Background: an optimization exercise with open tools, aiming at small area, a short achievable clock period and few clock cycles. Do not read the settings as production practice.
Only simulation tests tie the RTL to the original design; equivalence was not proved.
Power and IR drop assume default switching activity.

<file path="flow/flow/run.sh">
#!/bin/bash
set -euo pipefail
MARGIN=$(cat flow/margin.txt)
bash standard.sh finish SETUP_SLACK_MARGIN=$MARGIN \
    "BUFFER_PORTS_ARGS=-buffer_cell sky130_fd_sc_hd__buf_2" > flow_make.log 2>&1
</file>
<file path="flow/flow/margin.txt">
6.2
</file>
<file path="flow/standard.sh">
#!/bin/bash
# synth_recipe.tcl (not shown) runs the flow's synth.tcl, then flattens the netlist and writes it again
# the make line also repeats each setting of config.mk as NAME=value (left out here)
make -C /OpenROAD-flow-scripts/flow DESIGN_CONFIG=/design/flow/config.mk WORK_HOME=/design/flow/orfs CLKGATE_MAP_FILE= SYNTH_SCRIPT=/design/flow/synth_recipe.tcl "${@:-finish}"
</file>
<file path="flow/config.mk">
export PLATFORM = sky130hd
export DESIGN_NAME = cpu_top
export DESIGN_NICKNAME = cpu_top
export VERILOG_FILES = /design/flow/design.v
export SDC_FILE = /design/flow/constraint.sdc
export NUM_CORES = 4
export LEC_CHECK = 0
export CAP_MARGIN = 20
export CORE_MARGIN = 2
export CORE_UTILIZATION = 30
export CTS_CLUSTER_DIAMETER = 60
export CTS_CLUSTER_SIZE = 30
export PLACE_DENSITY = 0.45
export SLEW_MARGIN = 20
export SYNTH_HIERARCHICAL = 1
</file>
<file path="flow/constraint.sdc">
create_clock -name core_clock -period 10.0 [get_ports {clk}]
set_input_delay 2.0000 -clock core_clock [delete_from_list [all_inputs] [get_ports {clk}]]
set_output_delay 2.0000 -clock core_clock [all_outputs]
set_load 0.01 [all_outputs]
</file>
<file path="flow/design.v">
module rf_ao222 (
    input  [2:0]  s,
    input  [31:0] a,
    input  [31:0] b,
    input  [31:0] c,
    output [31:0] yn
);
assign yn = ~(({32{s[0]}} & a) | ({32{s[1]}} & b) | ({32{s[2]}} & c));
endmodule
`timescale 1ns / 1ps
module cpu_top (
    input               clk,
    input               rst_n,
    output      [31:0]  ext_pc,
    input       [31:0]  imem_rdata,
    output      [8:0]   dmem_addr,
    output              dmem_en,
    output      [3:0]   dmem_we,
    output      [31:0]  dmem_wdata,
    input       [31:0]  dmem_rdata
);
reg  [31:0] pc_f;
reg         d_valid;
reg  [31:0] d_ins;
reg  [31:0] d_pc;
reg  [33:1] d_s1, d_s2;
reg         e_wen, e_ld, e_mem, e_jalr;
reg         e_beq, e_bne, e_blt, e_bge, e_bltu, e_bgeu;
reg  [3:0]  e_we;
reg  [4:0]  e_rd;
reg  [31:0] e_a, e_b;
reg  [31:0] e_sd;            
reg         e_fa_m, e_fb_m;  
reg         e_sub;
reg         e_r_add, e_r_slt, e_r_sltu, e_r_xor, e_r_or, e_r_and;
reg         e_r_sll, e_r_sr, e_r_b, e_r_link;
reg         e_sra;
reg  [6:0]  e_ea;            
reg  [1:0]  e_off;           
reg  [2:0]  e_f3;
reg         m_wen, m_ld;
reg  [4:0]  m_rd;
reg  [31:0] m_res;
reg  [1:0]  m_off;
reg  [2:0]  m_f3;
reg         w_wen;
reg  [4:0]  w_rd;
reg  [31:0] w_res;
reg  [31:0] rf [1:31];
wire [31:0] alu_sum;
wire        e_jr;
reg  [31:0] ldata;
wire [6:0] opc = d_ins[6:0];
wire [2:0] f3  = d_ins[14:12];
wire [4:0] rd  = d_ins[11:7];
wire [4:0] rs1 = d_ins[19:15];
wire [4:0] rs2 = d_ins[24:20];
wire is_lui   = (opc == 7'b0110111);
wire is_auipc = (opc == 7'b0010111);
wire is_jal   = (opc == 7'b1101111);
wire is_jalr  = (opc == 7'b1100111);
wire is_br    = (opc == 7'b1100011);
wire is_ld    = (opc == 7'b0000011);
wire is_st    = (opc == 7'b0100011);
wire is_opi   = (opc == 7'b0010011);
wire is_op    = (opc == 7'b0110011);
wire is_halt  = (d_ins == 32'h00000073) || (d_ins == 32'h00100073);
wire use1    = is_jalr | is_br | is_ld | is_st | is_opi | is_op;
wire use2    = is_br | is_st | is_op;
wire need1_d = is_ld | is_st;              
wire wr      = (is_lui | is_auipc | is_jal | is_jalr | is_ld | is_opi | is_op) &&
               (rd != 5'd0);
wire [31:0] imm_i = {{20{d_ins[31]}}, d_ins[31:20]};
wire [31:0] imm_s = {{20{d_ins[31]}}, d_ins[31:25], d_ins[11:7]};
wire [31:0] imm_b = {{20{d_ins[31]}}, d_ins[7], d_ins[30:25], d_ins[11:8], 1'b0};
wire [31:0] imm_u = {d_ins[31:12], 12'd0};
wire [31:0] imm_j = {{12{d_ins[31]}}, d_ins[19:12], d_ins[20], d_ins[30:21], 1'b0};
wire [31:0] v1, v2;
wire [31:0] yn1 [0:10];
wire [31:0] yn2 [0:10];
genvar gi;
generate
    for (gi = 0; gi < 10; gi = gi + 1) begin : g_rd
        rf_ao222 u_r1 (.s(d_s1[3*gi+3:3*gi+1]), .a(rf[3*gi+1]), .b(rf[3*gi+2]),
                       .c(rf[3*gi+3]), .yn(yn1[gi]));
        rf_ao222 u_r2 (.s(d_s2[3*gi+3:3*gi+1]), .a(rf[3*gi+1]), .b(rf[3*gi+2]),
                       .c(rf[3*gi+3]), .yn(yn2[gi]));
    end
endgenerate
rf_ao222 u_r1x (.s(d_s1[33:31]), .a(rf[31]), .b(m_res), .c(w_res), .yn(yn1[10]));
rf_ao222 u_r2x (.s(d_s2[33:31]), .a(rf[31]), .b(m_res), .c(w_res), .yn(yn2[10]));
assign v1 = ~(yn1[0] & yn1[1] & yn1[2] & yn1[3] & yn1[4] & yn1[5] & yn1[6] &
              yn1[7] & yn1[8] & yn1[9] & yn1[10]);
assign v2 = ~(yn2[0] & yn2[1] & yn2[2] & yn2[3] & yn2[4] & yn2[5] & yn2[6] &
              yn2[7] & yn2[8] & yn2[9] & yn2[10]);
wire e1  = e_wen && (e_rd == rs1);
wire e2  = e_wen && (e_rd == rs2);
wire ml1 = m_wen && m_ld && (m_rd == rs1);
wire ml2 = m_wen && m_ld && (m_rd == rs2);
wire ld_use = e_ld && ((use1 && e1) || (use2 && e2));
wire d_dep  = (need1_d && (e1 || ml1)) ||
              (is_st && e2);             
wire hold   = d_valid && (ld_use || d_dep || is_halt);
wire [31:0] rv1 = ml1 ? ldata : v1;
wire [31:0] rv2 = ml2 ? ldata : v2;
wire [31:0] jal_tgt = d_pc + imm_j;
wire [31:0] br_tgt  = d_pc + imm_b;
wire        d_taken = d_valid && is_jal;
wire [8:0]  ea = v1[8:0] + (is_st ? imm_s[8:0] : imm_i[8:0]);
reg  [3:0]  we;
always @(*) begin
    case (f3[1:0])
        2'b00:   we = 4'b0001 << ea[1:0];
        2'b01:   we = (ea[1:0] == 2'b00) ? 4'b0011 :
                      (ea[1:0] == 2'b10) ? 4'b1100 : 4'b0000;
        2'b10:   we = 4'b1111;
        default: we = 4'b0001 << ea[1:0];
    endcase
end
wire alu_rr  = is_opi | is_op;
wire r_add   = (alu_rr & (f3 == 3'b000)) | is_auipc;
wire r_slt   = alu_rr & (f3 == 3'b010);
wire r_sltu  = alu_rr & (f3 == 3'b011);
wire r_xor   = alu_rr & (f3 == 3'b100);
wire r_or    = alu_rr & (f3 == 3'b110);
wire r_and   = alu_rr & (f3 == 3'b111);
wire r_sll   = alu_rr & (f3 == 3'b001);
wire r_sr    = alu_rr & (f3 == 3'b101);
wire r_b     = is_lui;
wire r_link  = is_jal | is_jalr;
wire pass = d_valid && !hold && !e_jr;     
wire        redir = d_taken && !hold;
wire [31:0] pc_nt = pc_f + {29'd0, !hold, 2'b00};
wire [31:0] pc_d  = redir ? jal_tgt : pc_nt;
wire [31:0] pc_e  = e_jalr ? {alu_sum[31:1], 1'b0} : e_sd;
always @(posedge clk or negedge rst_n) begin
    if (!rst_n) begin
        pc_f    <= 32'd0;
        d_valid <= 1'b0;
    end else begin
        pc_f    <= e_jr ? pc_e : pc_d;
        d_valid <= !e_jr && (hold ? d_valid : !redir);
    end
end
wire [4:0] n_rs1 = hold ? rs1 : imem_rdata[19:15];
wire [4:0] n_rs2 = hold ? rs2 : imem_rdata[24:20];
wire       n_e1  = e_wen && (e_rd == n_rs1);
wire       n_e2  = e_wen && (e_rd == n_rs2);
wire       n_m1  = m_wen && (m_rd == n_rs1);
wire       n_m2  = m_wen && (m_rd == n_rs2);
reg  [33:1] n_s1, n_s2;
integer q;
always @(*) begin
    for (q = 1; q < 32; q = q + 1) begin
        n_s1[q] = !n_e1 && !n_m1 && (n_rs1 == q);
        n_s2[q] = !n_e2 && !n_m2 && (n_rs2 == q);
    end
    n_s1[32] = n_e1 && !e_ld;
    n_s2[32] = n_e2 && !e_ld;
    n_s1[33] = !n_e1 && n_m1;
    n_s2[33] = !n_e2 && n_m2;
end
always @(posedge clk) begin
    if (!hold) begin
        d_ins <= imem_rdata;
        d_pc  <= pc_f;
    end
    d_s1 <= n_s1;
    d_s2 <= n_s2;
end
always @(posedge clk or negedge rst_n) begin
    if (!rst_n) begin
        e_wen  <= 1'b0;
        e_ld   <= 1'b0;
        e_mem  <= 1'b0;
        e_jalr <= 1'b0;
        e_beq  <= 1'b0;
        e_bne  <= 1'b0;
        e_blt  <= 1'b0;
        e_bge  <= 1'b0;
        e_bltu <= 1'b0;
        e_bgeu <= 1'b0;
        e_we   <= 4'd0;
    end else begin
        e_wen  <= pass & wr;
        e_ld   <= pass & is_ld;
        e_mem  <= pass & (is_ld | is_st);
        e_jalr <= pass & is_jalr;
        e_beq  <= pass & is_br & (f3 == 3'b000);
        e_bne  <= pass & is_br & (f3 == 3'b001);
        e_blt  <= pass & is_br & (f3 == 3'b100);
        e_bge  <= pass & is_br & (f3 == 3'b101);
        e_bltu <= pass & is_br & (f3 == 3'b110);
        e_bgeu <= pass & is_br & (f3 == 3'b111);
        e_we   <= (pass & is_st) ? we : 4'd0;
    end
end
always @(posedge clk) begin
    e_rd     <= rd;
    e_a      <= is_auipc ? d_pc : rv1;
    e_b      <= (is_op | is_br) ? rv2 : (is_lui | is_auipc) ? imm_u : imm_i;
    e_sd     <= is_br ? br_tgt :
                (is_jal | is_jalr) ? pc_f :               
                (f3[1:0] == 2'b00) ? {4{rv2[7:0]}} :
                (f3[1:0] == 2'b01) ? {2{rv2[15:0]}} : rv2;
    e_fa_m   <= use1 && e1;
    e_fb_m   <= (is_op | is_br) && e2;
    e_sub    <= is_op & d_ins[30] & (f3 == 3'b000);
    e_r_add  <= r_add;
    e_r_slt  <= r_slt;
    e_r_sltu <= r_sltu;
    e_r_xor  <= r_xor;
    e_r_or   <= r_or;
    e_r_and  <= r_and;
    e_r_sll  <= r_sll;
    e_r_sr   <= r_sr;
    e_r_b    <= r_b;
    e_r_link <= r_link;
    e_sra    <= d_ins[30];
    e_ea     <= ea[8:2];
    e_off    <= ea[1:0];
    e_f3     <= f3;
end
wire [31:0] a = e_fa_m ? m_res : e_a;
wire [31:0] b = e_fb_m ? m_res : e_b;
assign alu_sum = a + (b ^ {32{e_sub}}) + {31'd0, e_sub};
wire [31:0] bx = a ^ b;
wire        eq = ~|bx;
reg  [31:0] lt_l [0:5];
reg  [31:0] lt_e [0:5];
integer j, m;
always @(*) begin
    for (j = 0; j < 31; j = j + 1) begin
        lt_l[0][j] = ~a[j] & b[j];
        lt_e[0][j] = ~bx[j];
    end
    lt_l[0][31] = 1'b0;
    lt_e[0][31] = 1'b1;
    for (m = 1; m < 6; m = m + 1) begin
        for (j = 0; j < 32; j = j + 1) begin
            if (j < (32 >> m)) begin
                lt_l[m][j] = lt_l[m-1][2*j+1] | (lt_e[m-1][2*j+1] & lt_l[m-1][2*j]);
                lt_e[m][j] = lt_e[m-1][2*j+1] & lt_e[m-1][2*j];
            end else begin
                lt_l[m][j] = 1'b0;
                lt_e[m][j] = 1'b0;
            end
        end
    end
end
wire lt_lo = lt_l[5][0];
wire ltu   = (~a[31] & b[31]) | (~bx[31] & lt_lo);
wire lts   = ( a[31] & ~b[31]) | (~bx[31] & lt_lo);
assign e_jr = e_jalr | (e_beq & eq) | (e_bne & ~eq) | (e_blt & lts) |
              (e_bge & ~lts) | (e_bltu & ltu) | (e_bgeu & ~ltu);
wire        fill = e_r_sr & e_sra & a[31];
reg  [31:0] sh_in, sh_rev;
integer k;
always @(*) begin
    for (k = 0; k < 32; k = k + 1) sh_in[k] = e_r_sll ? a[31-k] : a[k];
end
wire [31:0] sh1 = b[0] ? {{1{fill}},  sh_in[31:1]}  : sh_in;
wire [31:0] sh2 = b[1] ? {{2{fill}},  sh1[31:2]}    : sh1;
wire [31:0] sh4 = b[2] ? {{4{fill}},  sh2[31:4]}    : sh2;
wire [31:0] sh8 = b[3] ? {{8{fill}},  sh4[31:8]}    : sh4;
wire [31:0] shr = b[4] ? {{16{fill}}, sh8[31:16]}   : sh8;
always @(*) begin
    for (k = 0; k < 32; k = k + 1) sh_rev[k] = shr[31-k];
end
wire [31:0] alu = ({32{e_r_add}}  & alu_sum) |
                  ({32{e_r_xor}}  & bx) |
                  ({32{e_r_or}}   & (a | b)) |
                  ({32{e_r_and}}  & (a & b)) |
                  ({32{e_r_sll}}  & sh_rev) |
                  ({32{e_r_sr}}   & shr) |
                  ({32{e_r_b}}    & b) |
                  ({32{e_r_link}} & e_sd) |
                  {31'd0, (e_r_slt & lts) | (e_r_sltu & ltu)};
assign ext_pc     = pc_f;
assign dmem_addr  = {2'b00, e_ea};
assign dmem_en    = e_mem;
assign dmem_we    = e_we;
assign dmem_wdata = e_sd;
always @(posedge clk or negedge rst_n) begin
    if (!rst_n) begin
        m_wen <= 1'b0;
        m_ld  <= 1'b0;
    end else begin
        m_wen <= e_wen;
        m_ld  <= e_ld;
    end
end
always @(posedge clk) begin
    m_rd  <= e_rd;
    m_res <= alu;
    m_off <= e_off;
    m_f3  <= e_f3;
end
always @(*) begin
    case (m_f3[1:0])
        2'b01: begin
            case (m_off)
                2'b00:   ldata = {{16{dmem_rdata[15] & ~m_f3[2]}}, dmem_rdata[15:0]};
                2'b10:   ldata = {{16{dmem_rdata[31] & ~m_f3[2]}}, dmem_rdata[31:16]};
                default: ldata = 32'd0;
            endcase
        end
        2'b10:   ldata = dmem_rdata;
        default: begin
            case (m_off)
                2'b00: ldata = {{24{dmem_rdata[7]  & ~m_f3[2]}}, dmem_rdata[7:0]};
                2'b01: ldata = {{24{dmem_rdata[15] & ~m_f3[2]}}, dmem_rdata[15:8]};
                2'b10: ldata = {{24{dmem_rdata[23] & ~m_f3[2]}}, dmem_rdata[23:16]};
                2'b11: ldata = {{24{dmem_rdata[31] & ~m_f3[2]}}, dmem_rdata[31:24]};
            endcase
        end
    endcase
end
always @(posedge clk or negedge rst_n) begin
    if (!rst_n) w_wen <= 1'b0;
    else        w_wen <= m_wen;
end
always @(posedge clk) begin
    w_rd  <= m_rd;
    w_res <= m_ld ? ldata : m_res;
end
always @(posedge clk) begin
    if (w_wen) rf[w_rd] <= w_res;
end
endmodule
</file>
==> results of run 1 <==
[cell type report]
cell class	count	area (um^2)
tap	2975	3720
sequential	1378	38500
timing repair inverter	1	5.00
clock inverter	101	1240
multi-input combinational	3352	27300
clock buffer	119	2920
antenna	7	17.5
fill	21700	144000
timing repair buffer	478	3740
inverter	119	455
[timing repair]
action                     in CTS  in global routing
gates resized for setup       231                115
setup endpoints to repair     228                142
setup buffers                 108                 25
gates cloned                   16                  3
pin swaps                      43                 48
[cell families (layout without fill, tap and decap cells)]
group	count (synthesis)	in the layout	synth area share, %
xor gates and xnor gates	187	187	2.45
AOI/OAI and AO/OA	1609	1609	19.5
adders and majority gates	190	190	3.60
DFF	1378	1378	57.4
buffers and inverters	513	818	4.63
other	1	9	0.00560
and+or+nand+nor	1110	1120	8.07
muxes	243	244	4.36
[metrics by stage]
step	hold WS [ps]	power, mW	util [%]	setup WS, ps
floorplan	310	8.37	-	5860
global placement	316	9.78	31.9	4520
detailed placement	312	9.77	31.9	4480
CTS	334	14.9	34.7	6000
global route	343	15.5	35.1	5920
finish	332	15.1	35.1	5980
[worst max-delay path by stage]
stage          startpoint        end  cells after the start  slack [ps]
3_5_place_dp       e_fa_m   pc_f[30]                     12        4480
3_3_place_gp       e_fa_m   pc_f[15]                     12        4520
4_1_cts         d_ins[22]   pc_f[31]                     18        6000
5_1_grt            e_fb_m  m_res[28]                     15        5920
6_report           e_fb_m  m_res[28]                     15        5980
2_1_floorplan    d_ins[6]   pc_f[31]                     21        5860
[report_power, final]
| group | switching [mW] | internal [mW] |
|---|---|---|
| logic | 2.02 | 1.14 |
| registers | 0.519 | 6.35 |
| clock network | 2.59 | 2.44 |
| total | 5.13 | 9.93 |
[per-module statistics from Yosys, one instance, submodules excluded]
module    area, um^2  times used  cells
cpu_top        58100           1   4329
rf_ao222         403          22     41
[worst max-delay path, stage by stage, from the launching register on]
cell and delay (ps):
dfxtp_4 390, buf_12 150, mux2i_4 260, buf_12 130, xnor2_2 50, ha_1 310, nor2b_4 150, o31a_1 300
o41a_1 480, o211ai_1 190, buf_4 180, nor3_4 50, o221a_4 240, a221o_1 400, xor2_4 210, a221o_1 330
[cells in the mapped netlist (all sizes together) (8+ instances only)]
| master | number | area (um^2) |
|---|---|---|
| o21ai | 219 | 1140 |
| a22oi | 40 | 314 |
| edfxtp | 1056 | 31700 |
| a211oi | 38 | 290 |
| and3 | 20 | 125 |
| nor4 | 24 | 150 |
| mux2i | 172 | 1730 |
| xor2 | 73 | 639 |
| ha | 186 | 2330 |
| a222oi | 707 | 7080 |
| a21oi | 248 | 1250 |
| or4 | 12 | 90.1 |
| o31ai | 12 | 104 |
| buf | 250 | 2110 |
| nand3b | 15 | 113 |
| a31oi | 15 | 93.8 |
| a221oi | 19 | 166 |
| mux4 | 34 | 766 |
| nand2b | 24 | 150 |
| dfrtp | 50 | 1250 |
| nand2 | 309 | 1170 |
| inv | 118 | 443 |
| dfxtp | 272 | 5450 |
| and2 | 13 | 81.3 |
| a221o | 46 | 460 |
| nand4 | 163 | 1020 |
| nor2b | 29 | 181 |
| and4 | 8 | 70.1 |
| nor2 | 298 | 1120 |
| or3 | 18 | 113 |
| o211ai | 56 | 430 |
| clkbuf | 144 | 542 |
| nand3 | 113 | 628 |
| mux2 | 37 | 417 |
| xnor2 | 114 | 998 |
| o41ai | 40 | 350 |
| a21o | 44 | 330 |
| o21bai | 17 | 128 |
| o21a | 39 | 293 |
| nor3 | 44 | 230 |
[per-layer routing]
| metal | GRT usage [%] | wire length [um] | share of wire [%] | vias to the layer above |
|---|---|---|---|---|
| met5 | 0.672 | 301 | 0.092 | - |
| met4 | 14.7 | 21600 | 6.6 | 18 |
| met3 | 6.07 | 35300 | 11 | 767 |
| met2 | 43.0 | 146000 | 45 | 3845 |
| met1 | 35.2 | 124000 | 38 | 27700 |
| li1 | - | - | - | 22300 |
==> impl_results.md, run 1 <==
* Max Cap Viol at 0
* Seq/Total Area, Yosys at 57.4%
* Max Clk Rate at 0.249 GHz
* Die area at 227000 um^2
* Worst vdd ir at 0.171 mV
* Max-slew violation count at 0
* Startpoint Class: flop
* Rows at 173
* First-pass GRT wire length at 437 mm
* Ys flop type: edfxtp_1
* TritonCTS clock tree: yes
* Reg2reg setup slack at 5980 ps
* Layout cells sized above 1 at 20.3%
* Total global routing overflow at 0
* Clock sink count at 1378
* Worst-Skew Late Latency at 850 ps
* FF-to-FF path depth at 15
* Largest register by flop count: rf
* GP Congestion at 0.969
* Synthesis-to-finish area growth at 16.5%
* CP required at 10640 ps
* Hold_buf cts at 0
* Power per Cell Area at 193 nW/um^2
* P_leak at 26.9 nW
* WP data arrival at 4650 ps
* Number of flip-flops in the largest register at 992
* Vias in the first global route at 51000
* Post-placement cell area at 70800 um^2
* Clock Tree Buf Depth at 3
* Commonest non-fill, non-tap cell in the layout: edfxtp_1
* Skew final at 108 ps
* DRC viols at 0
* Critical R2R Launch: e_fb_m
* Async set-reset flop share out of synthesis at 3.63%
* Post-synthesis cell type count at 97
* Die H at 476 um
* Critical Path Sink Type: flop
* Final setup TNS at 0 ps
* Ys Warns at 11
* DRT iter0 DRCs at 11700
* Total global-route track usage at 27.4%
* Port bufs at 141
* Largest net degree at the start of global routing at 57
* Minimum clock period at 4020 ps
* Number of synthesized register bits at 1378
* Status: timing/DRC/antenna clean
* Hold WC Path Type: reg -> reg
* Regs by FF count: rf (992), d_s1 (33), d_s2 (33)
* TritonCTS Buffers at 115
* EDFF count, synth at 1056
* Post-route cell area at 77900 um^2
* H-tree depth at 3
* CTS clk-pin slew, worst paths at 80 ps
* # nets final at 5701
* Placeable Area at 222000 um^2
* Final WL at 327 mm
* # IOs at 144
* Final setup vio count at 0
* Vias per cell at 6.41
* Placed cells at 8150
* Worst Hold End: m_off[0]
* Fin. Hold Viols at 0
* Hold Path Origin: e_off[0]
* Wirelength per Cell at 38.4 um
* Dpl hpwl at 211 mm
* Mean Syn Cell Area at 12.8 um^2
* Die span in x at 476 um
* CP Class: reg -> reg
* Via count at 54600
* Most frequent cells in the layout: edfxtp_1 (1056), a222oi_1 (707), nand2_1 (304)
* Initial antenna violation count at 19
* Worst rel slew slack at 20.5%
* RR Endpoint: m_res[28]
* Mapped cell area at 66900 um^2
* CTS Root Cell: clkbuf_16
* Period utilization at 40.2%
* Non-filler cells, final at 8530
* Slew @ Worst Pin at 1180 ps
* Starting Density at 30.1%
* Hold Path Depth at 0
* Worst-path fanout max at 6
* Antenna-violating nets left at 0
* Syn Inst Count at 5231
* DR pass1 iterations at 14
* RSZ-0062 raised after global routing: yes
Testbench counts, summed over its fixed seeds: cycles 75,094.
==> run 2: changes to the inputs <==
==> flow/flow/margin.txt (replaced) <==
6.0
--- a/flow/config.mk
+++ b/flow/config.mk
@@ -9,6 +9,6 @@
 export CORE_MARGIN = 2
-export CORE_UTILIZATION = 30
+export CORE_UTILIZATION = 40
 export CTS_CLUSTER_DIAMETER = 60
 export CTS_CLUSTER_SIZE = 30
-export PLACE_DENSITY = 0.45
+export PLACE_DENSITY = 0.55
 export SLEW_MARGIN = 20
==> run 2 against run 1 <==
Non-clock buffer count down 3. Still clean. Routed wire length down 4.9%. Combinational power down 2%. Cell area down 1.6%. Largest cell class unchanged. Clock skew down 41 ps.
==> impl_results.md, run 2 <==
* Ys flop type: edfxtp_1
* Power per Cell Area at 198 nW/um^2
* Main combinational cell family by area after synthesis: compound AO/OA/AOI/OAI gates
* Via count at 55500
* Max-slew violation count at 0
* Total global-route track usage at 34.9%
* Fin. Hold Viols at 0
* First-pass GRT wire length at 415 mm
* Worst-Skew Late Latency at 830 ps
* RSZ-0062 raised after global routing: yes
* Simple-Gate Fraction of Synth Area at 8.07%
* CP Class: reg -> reg
* Adder-cell share of the synthesized area at 3.60%
* Initial antenna violation count at 25
* Max Clk Rate at 0.243 GHz
* GP Congestion at 1.02
* RR Endpoint: pc_f[16]
* Largest net degree at the start of global routing at 56
* Ys Warns at 11
* Most common cell in the netlist: edfxtp_1
* Levels on crit path at 19
* Mapped cell area at 66900 um^2
* Post-synthesis cell type count at 97
* Final setup vio count at 0
* Wirelength per Cell at 40.1 um
* Final setup TNS at 0 ps
* Compound-Gate Fraction of Synth Area at 19.5%
* Crit-path slowest cell: dfxtp_4
* TritonCTS clock tree: yes
* Hold Path Origin: e_off[0]
* Hold Path Depth at 0
* Antenna-violating nets left at 0
* Kind of cell adding the most delay to the critical path: compound AO/OA/AOI/OAI gates
* DR pass1 iterations at 13
* WP data arrival at 4760 ps
* Slew @ Worst Pin at 1290 ps
* Async set-reset flop share out of synthesis at 3.63%
* Die H at 413 um
* CP required at 10650 ps
* Yosys top cell area share at 47.4%
* Yosys top cell by area: edfxtp_1
* Period utilization at 41.1%
* Number of flip-flops in the largest register at 992
* Crit path cell chain: buf_12 > buf_12 > mux2i_4 > buf_12 > clkinvlp_4 > buf_12 > ha_4 > nor2b_4 > o21bai_1 > a21oi_2 > o311ai_2 > a31oi_1 > or3_4 > mux2i_4 > buf_12 > buf_12 > or2_4 > a211oi_2 > a21oi_1
* Xor/xnor share of the synthesized area at 2.45%
* Final WL at 311 mm
* # IOs at 144
* Worst path buffer plus inverter count at 7
* Starting Density at 40.2%
* DRC viols at 0
* Mean Syn Cell Area at 12.8 um^2
* CTS clk-pin slew, worst paths at 80 ps
* Largest register by flop count: rf
* Minimum clock period at 4110 ps
* Hold WC Path Type: reg -> reg
* Total global routing overflow at 0
* EDFF count, synth at 1056
* Dpl hpwl at 201 mm
* Worst Hold End: m_off[0]
* TritonCTS Buffers at 115
* Status: timing/DRC/antenna clean
* Most frequent cells in the layout: edfxtp_1 (1056), a222oi_1 (707), nand2_1 (306)
* # nets final at 5693
* Die area at 171000 um^2
* CP peak stage delay at 410 ps
* DRT iter0 DRCs at 13900
* Skew final at 67.4 ps
* Finished Core Util at 46.0%
* Vias in the first global route at 50700
* Reg2reg setup slack at 5890 ps
* Commonest non-fill, non-tap cell in the layout: edfxtp_1
* Die span in x at 413 um
* Worst rel slew slack at 13.1%
* Number of synthesized register bits at 1378
* P_leak at 26.8 nW
* Placeable Area at 167000 um^2
* H-tree depth at 3
* Regs by FF count: rf (992), d_s1 (33), d_s2 (33)
* Critical R2R Launch: e_fb_m
* Max Cap Viol at 0
* CTS Root Cell: clkbuf_16
* Startpoint Class: flop
* Worst-path fanout max at 8
* Mux share of post-synthesis cell area at 4.36%
* Clock sink count at 1378
* FF-to-FF path depth at 19
* Rows at 150
* Vias per cell at 7.16
* Layout cells sized above 1 at 18.7%
* Critical Path Sink Type: flop
* Seq/Total Area, Yosys at 57.4%
* Syn Inst Count at 5231
* Port bufs at 141
* Synthesis-to-finish area growth at 14.6%
* Most used cell, CP: buf_12
* Worst vdd ir at 0.186 mV
* Top post-synthesis cells by count: edfxtp_1 (1056), a222oi_1 (707), nand2_1 (308), nor2_1 (298), dfxtp_1 (272)
* Synth area leaders: edfxtp_1 (47%), a222oi_1 (11%), dfxtp_1 (8.1%)
* Clock Tree Buf Depth at 3
[run 2: cell types whose count changed in the layout (fill, tap and decap cells not counted), sizes merged]
cell / before / now
clkbuf: 120 / 138
clkinv: 39 / 31
inv: 159 / 152
buf: 473 / 468
bufinv: 6 / 11
diode: 7 / 12
clkinvlp: 17 / 13
bufbuf: 4 / 1
or2: 13 / 10
mux2i: 173 / 172
nand2b: 25 / 24
nand3b: 15 / 16
[run 2: layout make-up]
cell class	count	area, um^2
well taps	2204	2760
repair buffers	475	3670
diodes	12	30.0
clock buffers	132	3090
multi-input cells	3348	27000
clock inverters	88	1230
inverters	119	455
fillers	15100	90000
flip-flops and latches	1378	38500
[run 2: routing by layer]
layer	vias to the layer above	track usage (%)	share of wire, %
met5	-	0	0.060
met4	14	19.2	7.3
met3	905	10.1	14
met2	4680	51.9	42
met1	27600	45.7	36
li1	22300	-	-
[run 2: per-stage QoR]
step                      instances  cell area [um^2]  hold WS, ps  setup WS (ps)  power, mW
after floorplan                5232             67100          310           5860       8.36
after global placement         7376             69700          312           4650       9.74
after detailed placement       7376             69700          315           4640       9.73
after CTS                      7658             75000          327           5990       14.9
final                          7756             76700          323           5890       15.2
after global routing           7745             76600          334           5870       15.5
[run 2: worst max path at each step]
stage / to / slack, ps / startpoint
6_report: pc_f[16] / 5890 / e_fb_m
2_1_floorplan: pc_f[31] / 5860 / d_ins[6]
3_5_place_dp: pc_f[30] / 4640 / e_fa_m
5_1_grt: pc_f[16] / 5870 / e_fb_m
3_3_place_gp: pc_f[15] / 4650 / e_fa_m
4_1_cts: e_we[0] / 5990 / e_fb_m
[run 2: report_power, final]
part | switching, mW | internal (mW)
combinational | 2.00 | 1.10
sequential | 0.533 | 6.35
clock | 2.52 | 2.64
[run 2: modules after synthesis (local to each module, per instance)]
module | area (um^2) | flops+latches | cells inside
cpu_top | 58100 | 1378 | 4329
rf_ao222 | 403 | 0 | 41
[run 2: timing repair]
item | CTS | global route
setup buffers | 53 | 78
setup endpoints to repair | 206 | 73
resized for setup | 113 | 154
pin swaps | 14 | 42
gates cloned | 9 | 8
hold buffers | 0 | 0
[run 2: kinds of logic (layout without fill, tap and decap cells)]
| kind of cell | after synthesis | count (layout) |
|---|---|---|
| AND/OR/NAND/NOR | 1110 | 1117 |
| flip-flops | 1378 | 1378 |
| AO/OA/AOI/OAI | 1609 | 1609 |
| adder cells (fa/ha/maj) | 190 | 190 |
| other | 1 | 14 |
| multiplexers | 243 | 243 |
| XOR/XNOR | 187 | 187 |
| buffers and inverters | 513 | 814 |
==> run 3: changes to the inputs <==
--- a/flow/design.v
+++ b/flow/design.v
@@ -9,2 +9,10 @@
 endmodule
+module rf_ao22 (
+    input  [1:0]  s,
+    input  [31:0] a,
+    input  [31:0] b,
+    output [31:0] yn
+);
+assign yn = ~(({32{s[0]}} & a) | ({32{s[1]}} & b));
+endmodule
 `timescale 1ns / 1ps
@@ -25,3 +33,3 @@
 reg  [31:0] d_pc;
-reg  [33:1] d_s1, d_s2;
+reg  [32:1] d_s1, d_s2;
 reg         e_wen, e_ld, e_mem, e_jalr;
@@ -45,5 +53,2 @@
 reg  [2:0]  m_f3;
-reg         w_wen;
-reg  [4:0]  w_rd;
-reg  [31:0] w_res;
 reg  [31:0] rf [1:31];
@@ -89,4 +94,4 @@
 endgenerate
-rf_ao222 u_r1x (.s(d_s1[33:31]), .a(rf[31]), .b(m_res), .c(w_res), .yn(yn1[10]));
-rf_ao222 u_r2x (.s(d_s2[33:31]), .a(rf[31]), .b(m_res), .c(w_res), .yn(yn2[10]));
+rf_ao22 u_r1x (.s(d_s1[32:31]), .a(rf[31]), .b(m_res), .yn(yn1[10]));
+rf_ao22 u_r2x (.s(d_s2[32:31]), .a(rf[31]), .b(m_res), .yn(yn2[10]));
 assign v1 = ~(yn1[0] & yn1[1] & yn1[2] & yn1[3] & yn1[4] & yn1[5] & yn1[6] &
@@ -148,5 +153,3 @@
 wire       n_e2  = e_wen && (e_rd == n_rs2);
-wire       n_m1  = m_wen && (m_rd == n_rs1);
-wire       n_m2  = m_wen && (m_rd == n_rs2);
-reg  [33:1] n_s1, n_s2;
+reg  [32:1] n_s1, n_s2;
 integer q;
@@ -154,4 +157,4 @@
     for (q = 1; q < 32; q = q + 1) begin
-        n_s1[q] = !n_e1 && !n_m1 && (n_rs1 == q);
-        n_s2[q] = !n_e2 && !n_m2 && (n_rs2 == q);
+        n_s1[q] = !n_e1 && (n_rs1 == q);
+        n_s2[q] = !n_e2 && (n_rs2 == q);
     end
@@ -159,4 +162,2 @@
     n_s2[32] = n_e2 && !e_ld;
-    n_s1[33] = !n_e1 && n_m1;
-    n_s2[33] = !n_e2 && n_m2;
 end
@@ -318,12 +319,4 @@
 end
-always @(posedge clk or negedge rst_n) begin
-    if (!rst_n) w_wen <= 1'b0;
-    else        w_wen <= m_wen;
-end
-always @(posedge clk) begin
-    w_rd  <= m_rd;
-    w_res <= m_ld ? ldata : m_res;
-end
 always @(posedge clk) begin
-    if (w_wen) rf[w_rd] <= w_res;
+    if (m_wen) rf[m_rd] <= m_ld ? ldata : m_res;
 end
==> run 3 against run 2 <==
Synthesized cell count decreased by 2.0%. Worst hold slack gained 28 ps. First-iteration DRC count decreased by 12%. Non-clock buffer count is 27 higher. Total power shrank 2.5%. Largest cell class unchanged. Largest power group unchanged.
==> impl_results.md, run 3 <==
* Hold WC Path Type: reg -> reg
* Total power at 14.8 mW
* Critical Path Sink Type: flop
* Max Clk Rate at 0.240 GHz
* Number of synthesized register bits at 1338
* TritonCTS Buffers at 113
* Max-slew violation count at 0
* Hold_buf cts at 0
* Psw at 5.11 mW
* Gr busiest metal: met2
* H-tree depth at 3
* Period utilization at 41.7%
* Clock sink count at 1338
* Layout cells sized above 1 at 21.5%
* Die area at 167000 um^2
* Final WL at 299 mm
* Largest net degree at the start of global routing at 62
* CTS Root Cell: clkbuf_16
* Initial antenna violation count at 13
* Yosys top cell area share at 48.4%
* Power Internal at 9.67 mW
* Skew final at 84.8 ps
* Flop pwr share at 45.3%
* Power per Cell Area at 194 nW/um^2
* Worst rel slew slack at 14.6%
* Mean Syn Cell Area at 12.8 um^2
* Antenna-violating nets left at 0
* Async set-reset flop share out of synthesis at 3.66%
* Most common cell in the netlist: edfxtp_1
* # nets final at 5620
* Vias per cell at 7.04
* Synthesis-to-finish area growth at 16.5%
* Startpoint Class: flop
* Final setup vio count at 0
* Port bufs at 141
* Slew @ Worst Pin at 1250 ps
* Largest register by flop count: rf
* TritonCTS clock tree: yes
* GR met1 Demand/Resource at 46.0%
* CP Class: reg -> reg
* Syn Inst Count at 5126
* Fin. Hold Viols at 0
* Worst vdd ir at 0.159 mV
* DR pass1 iterations at 13
* Vias in the first global route at 49100
* Post-synthesis cell type count at 82
* Final setup TNS at 0 ps
* Commonest non-fill, non-tap cell in the layout: edfxtp_1
* Clock share of power at 32.7%
* Sw frac at 34.6%
* Ys flop type: edfxtp_1
* Total global routing overflow at 0
* Grt met2 use at 51.3%
* Minimum clock period at 4170 ps
* Clock Tree Buf Depth at 3
* Seq/Total Area, Yosys at 57.4%
* EDFF count, synth at 1056
* Worst-path fanout max at 5
* Top post-synthesis cells by count: edfxtp_1 (1056), a222oi_1 (643), nor2_1 (299), nand2_1 (272), a21oi_1 (238)
* Dpl hpwl at 197 mm
* Starting Density at 40.3%
* # IOs at 144
* Total global-route track usage at 34.2%
* Synth area leaders: edfxtp_1 (48%), a222oi_1 (9.8%), dfxtp_1 (7.1%)
* Max Cap Viol at 0
* First-pass GRT wire length at 404 mm
* CTS clk-pin slew, worst paths at 80 ps
* Mapped cell area at 65500 um^2
* Status: timing/DRC/antenna clean
* P_leak at 26.6 nW
* Hold slack at 351 ps
* CP required at 10710 ps
* Yosys top cell by area: edfxtp_1
* WP data arrival at 4880 ps
* Combinational share of power at 21.9%
* Placeable Area at 163000 um^2
* Rows at 148
* GR Util met3 at 8.63%
* GP Congestion at 1.00
* Via count at 53800
* Number of flip-flops in the largest register at 992
* Ys Warns at 11
* Die H at 409 um
* RSZ-0062 raised after global routing: yes
* Wirelength per Cell at 39.1 um
* Die span in x at 409 um
* Worst-Skew Late Latency at 820 ps
* DRT iter0 DRCs at 12200
* DRC viols at 0
* Most frequent cells in the layout: edfxtp_1 (1056), a222oi_1 (643), buf_4 (289)
[run 3: cell types whose count changed after synthesis, moves of 13 or more]
cell and delta:
o41ai_1 -23, buf_2 -15, nor2b_1 -19, nand3_1 -14, inv_1 +13, dfxtp_1 -39, mux2_2 +32, a222oi_1 -64
a22oi_1 +51, nand2_1 -36, nor3_1 +17, o21ai_0 +19
[run 3: area by class of cell]
type	count	area, um^2
clock inverter	93	1160
fill	14700	86300
sequential	1338	37600
multi-input combinational	3277	27100
tap	2175	2720
timing repair buffer	502	4220
clock buffer	119	2910
inverter	132	504
antenna	5	12.5
[run 3: metal layers]
| layer | part of all wire [%] | up-vias |
|---|---|---|
| met5 | 0.048 | - |
| met4 | 6.4 | 18 |
| met3 | 13 | 722 |
| met2 | 43 | 4481 |
| met1 | 37 | 26800 |
| li1 | - | 21800 |
[run 3: critical path, stage by stage (launching register included)]
cell       delay, ps
dfxtp_4          420
buf_12           120
buf_16           100
buf_8            110
buf_6            100
mux2i_4          240
ha_4             230
or4_4            510
or3_4            430
nor3_4           220
mux2_4           330
nor2_4           120
o2111ai_4        170
buf_12           200
buf_12           130
nor2_4           240
and3_4           240
and2_4           130
[run 3: worst paths after layout]
check	from	to	slack (ps)	depth (start not counted)
max	e_fa_m	e_bge	5830	17
min	e_f3[0]	m_f3[0]	350	0
max reg2reg	e_fa_m	e_bge	5830	17
min reg2reg	e_f3[0]	m_f3[0]	350	0
max in group asynchronous	rst_n	m_ld	7990	2
min in group asynchronous	rst_n	pc_f[20]	1370	2
[run 3: repair_timing]
item                       CTS  global route
gates cloned                21             3
buffers inserted           121            50
pin swaps                   41            46
setup endpoints to repair  300           146
gates resized for setup    266           128
[run 3: per-module statistics from Yosys, one instance, submodules excluded]
module,cells inside,flip-flops and latches,copies in the design,cell area (um^2)
cpu_top,4230,1338,1,56800
rf_ao222,41,0,20,403
rf_ao22,38,0,2,289
[run 3: through the flow]
step	instances	area [um^2]	setup WS (ps)	utilization, %
floorplan	5127	65700	5980	-
global placement	7229	68200	4070	41.9
detailed placement	7229	68200	3980	42.0
CTS	7583	75200	5900	46.2
global route	7636	76300	5800	46.9
finish	7641	76300	5830	46.9
[run 3: cells by family after synthesis]
logic type                 Yosys count  synth area share [%]
AOI/OAI and AO/OA                 1558                  19.0
DFF                               1338                  57.4
and+or+nand+nor                   1067                  7.91
buffers and inverters              520                  4.65
muxes                              271                  4.93
adders and majority gates          190                  3.68
xor gates and xnor gates           181                  2.42
other                                1               0.00573
[run 3: power by group through the flow]
stage / combinational [mW] / sequential, mW / clock (mW)
after floorplan: 1.69 / 6.50 / 0
after global placement: 2.83 / 6.80 / 0
after detailed placement: 2.82 / 6.78 / 0
after CTS: 3.02 / 6.67 / 4.87
after global routing: 3.39 / 6.68 / 5.07
final: 3.24 / 6.70 / 4.84
Testbench counts of run 3, summed over its fixed seeds: cycles 75,094.
==> run 4: changes to the inputs <==
--- a/flow/config.mk
+++ b/flow/config.mk
@@ -9,6 +9,6 @@
 export CORE_MARGIN = 2
-export CORE_UTILIZATION = 40
+export CORE_UTILIZATION = 30
 export CTS_CLUSTER_DIAMETER = 60
 export CTS_CLUSTER_SIZE = 30
-export PLACE_DENSITY = 0.55
+export PLACE_DENSITY = 0.45
 export SLEW_MARGIN = 20
==> run 4 against run 3 <==
Total power is 0.26% lower. Worst hold slack worse by 16 ps. Clock skew increased by 22 ps. Cell count increased by 8.7%. Flip-flop and latch count unchanged. Routed wire length increased by 4.2%. Sequential share of layout area about the same. Non-clock buffer count down 28. Via count shrank 1.9%. Highest routed layer unchanged.
==> impl_results.md, run 4 <==
* Mapped cell area at 65500 um^2
* Slew @ Worst Pin at 1200 ps
* FF-to-FF path depth at 15
* Power Internal at 9.68 mW
* Most frequent cells in the layout: edfxtp_1 (1056), a222oi_1 (643), buf_4 (280)
* Hold WC Path Type: reg -> reg
* Hold Path Origin: e_off[0]
* # IOs at 144
* Vias in the first global route at 49400
* Flop pwr share at 45.5%
* Post-synthesis cell type count at 82
* Final setup vio count at 0
* Initial antenna violation count at 21
* Number of synthesized register bits at 1338
* First-pass GRT wire length at 418 mm
* Async set-reset flop share out of synthesis at 3.66%
* Number of flip-flops in the largest register at 992
* Worst Hold End: m_off[0]
* Synth area leaders: edfxtp_1 (48%), a222oi_1 (9.8%), dfxtp_1 (7.1%)
* Rows at 171
* Clock sink count at 1338
* Final setup TNS at 0 ps
* RSZ-0062 raised after global routing: yes
* Commonest non-fill, non-tap cell in the layout: edfxtp_1
* H-tree depth at 3
* GP Congestion at 0.994
* Critical Path Sink Type: flop
* Most common cell in the netlist: edfxtp_1
* WP data arrival at 4800 ps
* Total global routing overflow at 0
* DR pass1 iterations at 13
* Worst-Skew Late Latency at 820 ps
* Via count at 52800
* Ys flop type: edfxtp_1
* Psw at 5.06 mW
* Wirelength per Cell at 37.5 um
* Layout cells sized above 1 at 20.6%
* # nets final at 5591
* Die H at 471 um
* Status: timing/DRC/antenna clean
* Reg2reg setup slack at 5860 ps
* Antenna-violating nets left at 0
* Vias per cell at 6.35
* Largest net degree at the start of global routing at 61
* CP required at 10660 ps
* Fin. Hold Viols at 0
* Syn Inst Count at 5126
* DRC viols at 0
* Final WL at 312 mm
* Die area at 222000 um^2
* P_leak at 26.3 nW
* TritonCTS clock tree: yes
* Hold Path Depth at 0
* Max Cap Viol at 0
* Worst rel slew slack at 20.0%
* Placeable Area at 217000 um^2
* Starting Density at 30.2%
* Total global-route track usage at 26.8%
* Period utilization at 41.4%
* Max Clk Rate at 0.242 GHz
* EDFF count, synth at 1056
* Port bufs at 141
* CTS Root Cell: clkbuf_16
* Combinational share of power at 21.1%
* Clock share of power at 33.4%
* Die span in x at 471 um
* Yosys top cell by area: edfxtp_1
* Hold slack at 335 ps
* Mean Syn Cell Area at 12.8 um^2
* Seq/Total Area, Yosys at 57.4%
* RR Endpoint: e_blt
* CP Class: reg -> reg
* CTS clk-pin slew, worst paths at 80 ps
* Top post-synthesis cells by count: edfxtp_1 (1056), a222oi_1 (643), nor2_1 (299), nand2_1 (272), a21oi_1 (238)
* Max-slew violation count at 0
* Minimum clock period at 4140 ps
* Power per Cell Area at 193 nW/um^2
* Critical R2R Launch: e_fa_m
* Skew final at 107 ps
* TritonCTS Buffers at 116
* Worst vdd ir at 0.171 mV
* Clock Tree Buf Depth at 3
* Largest register by flop count: rf
* Total power at 14.7 mW
* Synthesis-to-finish area growth at 16.7%
* Sw frac at 34.3%
* Worst-path fanout max at 7
* Yosys top cell area share at 48.4%
* Dpl hpwl at 211 mm
* Ys Warns at 11
* DRT iter0 DRCs at 10600
* Startpoint Class: flop
-- run 4: cell type report --
cell class	count	area [um^2]
Inverter	132	498
Antenna cell	15	37.5
Multi-Input combinational cell	3273	26700
Clock buffer	124	2990
Sequential cell	1338	37700
Tap cell	2854	3570
Timing Repair Buffer	474	3740
Clock inverter	97	1140
Fill cell	21300	141000
-- run 4: worst max-delay path, stage by stage (launching register included) --
cell	delay, ps
dfxtp_4	460
buf_4	170
mux2i_2	490
ha_1	360
nor3_2	160
nand3_2	170
or3_4	470
nor3_4	210
mux2_4	330
nor2_4	100
o2111ai_4	150
buf_6	170
buf_12	140
nor2_4	200
and3_4	240
and2_4	140
-- run 4: per-layer routing --
metal / vias to the layer above / part of all wire [%] / track usage, %
li1: 21700 / - / -
met1: 27000 / 39 / 35.3
met2: 3448 / 46 / 42.8
met3: 548 / 10 / 4.91
met4: 8 / 5.5 / 11.9
met5: - / 0.019 / 0
-- run 4: cells by family (layout without fill, tap and decap cells) --
group / count (synthesis) / count (layout) / synth area share, %
compound gates: 1558 / 1558 / 19.0
xor+xnor: 181 / 181 / 2.42
fa+ha+maj: 190 / 190 / 3.68
buf+inv: 520 / 827 / 4.65
flops: 1338 / 1338 / 57.4
mux: 271 / 271 / 4.93
other cells: 1 / 17 / 0.00573
simple gates: 1067 / 1071 / 7.91
-- run 4: timing repair --
item	in CTS	in global routing
gates resized for setup	203	128
hold buffers	0	0
endpoints found under the setup margin	159	132
cloned	17	1
pin swaps	24	50
buffers inserted	91	33
-- run 4: worst max-delay path by stage --
stage / from / end / slack [ps] / cells past startpoint
3_5_place_dp: d_ins[15] / pc_f[31] / 4300 / 17
3_3_place_gp: d_ins[15] / pc_f[31] / 4520 / 17
4_1_cts: e_fb_m / m_res[30] / 5880 / 18
5_1_grt: d_ins[21] / pc_f[31] / 5830 / 14
2_1_floorplan: d_ins[12] / pc_f[31] / 5980 / 21
6_report: e_fa_m / e_blt / 5860 / 15
-- run 4: modules after synthesis, one instance, submodules excluded --
module	cell area (um^2)	times used	cells
cpu_top	56800	1	4230
rf_ao222	403	20	41
rf_ao22	289	2	38
-- run 4: metrics by stage --
step           instance area (um^2)  cells  setup WS [ps]  util [%]
2_1_floorplan                 65700   5127           5980         -
3_3_place_gp                  69200   7929           4520      31.9
3_5_place_dp                  69200   7929           4300      31.9
4_1_cts                       75400   8258           5880      34.8
5_1_grt                       76400   8298           5830      35.2
6_report                      76400   8307           5860      35.2
-- run 4: power groups by stage --
stage	clock, mW	sequential [mW]	combinational [mW]
5_1_grt	5.18	6.69	3.26
3_3_place_gp	0	6.80	2.83
2_1_floorplan	0	6.50	1.69
6_report	4.93	6.70	3.11
3_5_place_dp	0	6.79	2.81
4_1_cts	5.00	6.67	2.95
==> run 5: changes to the inputs <==
==> flow/flow/run.sh (replaced) <==
#!/bin/bash
set -euo pipefail
MARGIN=$(cat flow/margin.txt)
bash standard.sh finish SETUP_SLACK_MARGIN=$MARGIN > flow_make.log 2>&1
==> flow/flow/margin.txt (replaced) <==
6.5
--- a/flow/config.mk
+++ b/flow/config.mk
@@ -10,4 +10,4 @@
 export CORE_UTILIZATION = 30
-export CTS_CLUSTER_DIAMETER = 60
-export CTS_CLUSTER_SIZE = 30
+export CTS_CLUSTER_DIAMETER = 70
+export CTS_CLUSTER_SIZE = 40
 export PLACE_DENSITY = 0.45
==> run 5 against run 4 <==
First-iteration DRC count grew 1.1%. Via count is 2.3% higher. Critical path depth is the same. Global-route usage increased by 0.81 points. Sequential power shrank 2%. Utilization grew 2.0 points. Largest cell class unchanged. Highest routed layer unchanged.
==> impl_results.md, run 5 <==
* Status: timing/DRC/antenna clean
* Dpl hpwl at 214 mm
* Clock Tree Buf Depth at 3
* Skew final at 46.2 ps
* GP Congestion at 0.985
* Synth area leaders: edfxtp_1 (48%), a222oi_1 (9.8%), dfxtp_1 (7.1%)
* Top post-synthesis cells by count: edfxtp_1 (1056), a222oi_1 (643), nor2_1 (299), nand2_1 (272), a21oi_1 (238)
* Post-synthesis cell type count at 82
* Largest register by flop count: rf
* Filler cell count at 20900
* CP Class: reg -> reg
* RR Endpoint: pc_f[5]
* Commonest non-fill, non-tap cell in the layout: edfxtp_1
* Clock sink count at 1338
* Die area at 222000 um^2
* Total global routing overflow at 0
* TritonCTS clock tree: yes
* CTS Root Cell: clkbuf_16
* Number of flip-flops in the largest register at 992
* Pre-CTS setup slack at 4380 ps
* Max Cap Viol at 0
* CP Capture Point: pc_f[5]
* Setup WS post-layout at 5870 ps
* Via count at 54000
* Vias per cell at 6.38
* Critical Path Sink Type: flop
* TritonCTS Buffers at 102
* Finished Core Util at 37.2%
* Synthesis-to-finish area growth at 23.3%
* Slew @ Worst Pin at 1130 ps
* Final setup TNS at 0 ps
* Hold_buf cts at 0
* DRT iter0 DRCs at 10700
* WP data arrival at 4790 ps
* DRC viols at 0
* First-pass GRT wire length at 430 mm
* Max Clk Rate at 0.242 GHz
* FF-to-FF path depth at 15
* Period utilization at 41.3%
* Worst-path fanout max at 7
* Largest net degree at the start of global routing at 62
* Mean Syn Cell Area at 12.8 um^2
* Final WL at 320 mm
* Startpoint Class: flop
* CP required at 10660 ps
* Area of the multi-input gates at 28400 um^2
* Starting Density at 30.2%
* Worst-Skew Late Latency at 800 ps
* Yosys top cell by area: edfxtp_1
* Die H at 471 um
* P_leak at 27.9 nW
* Antenna-violating nets left at 0
* Layout cells sized above 1 at 25.8%
* Fin. Hold Viols at 0
* Register Area at 37800 um^2
* Vias in the first global route at 50200
* Critical Path Start: e_fa_m
* Wirelength per Cell at 37.9 um
* Mapped cell area at 65500 um^2
* Placeable Area at 217000 um^2
* Rows at 171
* Critical R2R Launch: e_fa_m
* # IOs at 144
* Hold WC Path Type: reg -> reg
* Worst rel slew slack at 24.4%
* Max-slew violation count at 0
* DR pass1 iterations at 11
* Minimum clock period at 4130 ps
* Ys Warns at 11
* Syn Inst Count at 5126
* # nets final at 5761
* Worst vdd ir at 0.178 mV
* Most common cell in the netlist: edfxtp_1
* RSZ-0062 raised after global routing: yes
* Die span in x at 471 um
* Async set-reset flop share out of synthesis at 3.66%
* Most frequent cells in the layout: edfxtp_1 (1056), a222oi_1 (643), buf_4 (400)
* Number of synthesized register bits at 1338
* Power per Cell Area at 188 nW/um^2
* EDFF count, synth at 1056
* Reg2reg setup slack at 5870 ps
* CTS clk-pin slew, worst paths at 90 ps
* H-tree depth at 3
* Ys flop type: edfxtp_1
* Total global-route track usage at 27.6%
* Port bufs at 141
* Seq/Total Area, Yosys at 57.4%
* Initial antenna violation count at 18
* Final setup vio count at 0
* Yosys top cell area share at 48.4%
run 5: cell count changes in the layout (fill, tap and decap cells not counted), moves of 35 or more:
cell	change
clkdlybuf4s15_1	+37
dfrtp_1	-36
buf_2	-126
dfxtp_4	+35
dfrtp_2	+36
o21ai_0	-48
buf_4	+120
a21oi_1	-38
clkdlybuf4s50_1	+45
run 5: metrics by stage:
step | power, mW | cells | area [um^2] | hold slack (ps)
2_1_floorplan | 8.27 | 5127 | 66500 | 310
3_3_place_gp | 9.86 | 7922 | 70400 | 316
3_5_place_dp | 9.83 | 7922 | 70400 | 315
4_1_cts | 14.9 | 8388 | 79000 | 322
5_1_grt | 15.6 | 8453 | 80700 | 338
6_report | 15.2 | 8465 | 80700 | 326
run 5: metal layers:
metal | share of wire [%] | wire length, um | vias to the layer above | GRT usage [%]
met5 | 0.033 | 105 | - | 0
met4 | 6.6 | 21000 | 14 | 15.0
met3 | 10 | 33500 | 640 | 6.06
met2 | 44 | 141000 | 3699 | 42.0
met1 | 39 | 125000 | 27600 | 36.5
li1 | - | - | 22100 | -
run 5: critical path: stages, from the launching register on:
cell,delay [ps]
dfxtp_4,510
buf_16,200
mux2i_4,270
ha_1,300
or4_1,560
or3_4,430
nor3_4,270
mux2_4,340
nor2_4,100
o2111ai_4,220
buf_6,210
buf_6,100
buf_6,120
buf_16,140
a211oi_2,150
a21oi_1,60
run 5: what timing repair did:
action                      CTS  global route
gates resized for setup     757           250
hold endpoints to repair      0             0
pin swaps                   104           109
gates cloned                 28             5
setup buffers               245            54
setup endpoints to repair  1090           333
run 5: kinds of logic (layout without fill, tap and decap cells):
group	after synthesis	in the layout	share of synthesized area, %
AO/OA/AOI/OAI	1558	1558	19.0
buffers and inverters	520	985	4.65
multiplexers	271	271	4.93
AND/OR/NAND/NOR	1067	1069	7.91
XOR/XNOR	181	181	2.42
flip-flops	1338	1338	57.4
adder cells (fa/ha/maj)	190	190	3.68
other	1	19	0.00573
run 5: worst min path at each step:
| stage | start | endpoint | slack (ps) | cells past startpoint |
|---|---|---|---|---|
| CTS | e_f3[1] | m_f3[1] | 320 | 0 |
| floorplan | e_f3[0] | m_f3[0] | 310 | 0 |
| global route | e_f3[1] | m_f3[1] | 340 | 0 |
| finish | e_f3[1] | m_f3[1] | 330 | 0 |
| detailed placement | e_f3[0] | m_f3[0] | 310 | 0 |
| global placement | e_f3[0] | m_f3[0] | 320 | 0 |
run 5: Yosys stat by module (local to each module, per instance):
module,flops+latches,cells
rf_ao22,0,38
rf_ao222,0,41
cpu_top,1338,4230
run 5: power by group:
part	internal, mW	switching, mW	total, mW
clock	2.23	2.43	4.67
combinational	1.50	2.43	3.94
sequential	6.20	0.388	6.59
total	9.94	5.26	15.2
run 5: layout make-up:
cell class                 count  share of cell area, %
antenna                       17                 0.0527
inverter                     132                  0.625
clock buffer                 112                   3.37
clock inverter                81                   1.30
multi-input combinational   3271                   35.2
timing repair buffer         660                   8.16
sequential                  1338                   46.9
tap                         2854                   4.42

## port drivers added, routing unchanged
The results above use ideal ports. As a check the final layouts listed here were re-extracted and re-timed, cells and wires unchanged. Step 1 sets driving cells, clkbuf_16 on the clock port and buf_2 on the other inputs (assumed; they add their load-dependent delay and slew). Step 2, shift: input delay + t, output delay - t, t = (earliest + latest rising clock arrival at the registers) / 2. This alone moves slack from input paths to output paths. Slacks: no drivers / after step 1 / after step 2; pairs: no drivers / after step 1.
| run | t (ns) | setup slack, ns | hold WS [ns] | latest minus earliest clock arrival (ns) | slew at the worst register clock pin (ns) |
|---|---|---|---|---|---|
| run 1 | 0.885 | 5.982 / 5.982 / 5.437 | 0.332 / 0.332 / 0.332 | 0.108 / 0.108 | 0.09 / 0.09 |
| run 2 | 0.880 | 5.888 / 5.888 / 5.233 | 0.323 / 0.323 / 0.323 | 0.076 / 0.076 | 0.09 / 0.09 |
| run 3 | 0.852 | 5.828 / 5.828 / 5.117 | 0.351 / 0.351 / 0.351 | 0.089 / 0.089 | 0.10 / 0.10 |
| run 4 | 0.852 | 5.864 / 5.864 / 5.172 | 0.335 / 0.335 / 0.335 | 0.110 / 0.110 | 0.09 / 0.09 |
| run 5 | 0.859 | 5.874 / 5.874 / 5.554 | 0.326 / 0.326 / 0.326 | 0.048 / 0.049 | 0.10 / 0.10 |
After both steps setup and hold are still met in every run listed. For run 3, which loses most, drivers alone change the setup slack by 0.000 ns; drivers and shift together by -0.711 ns.
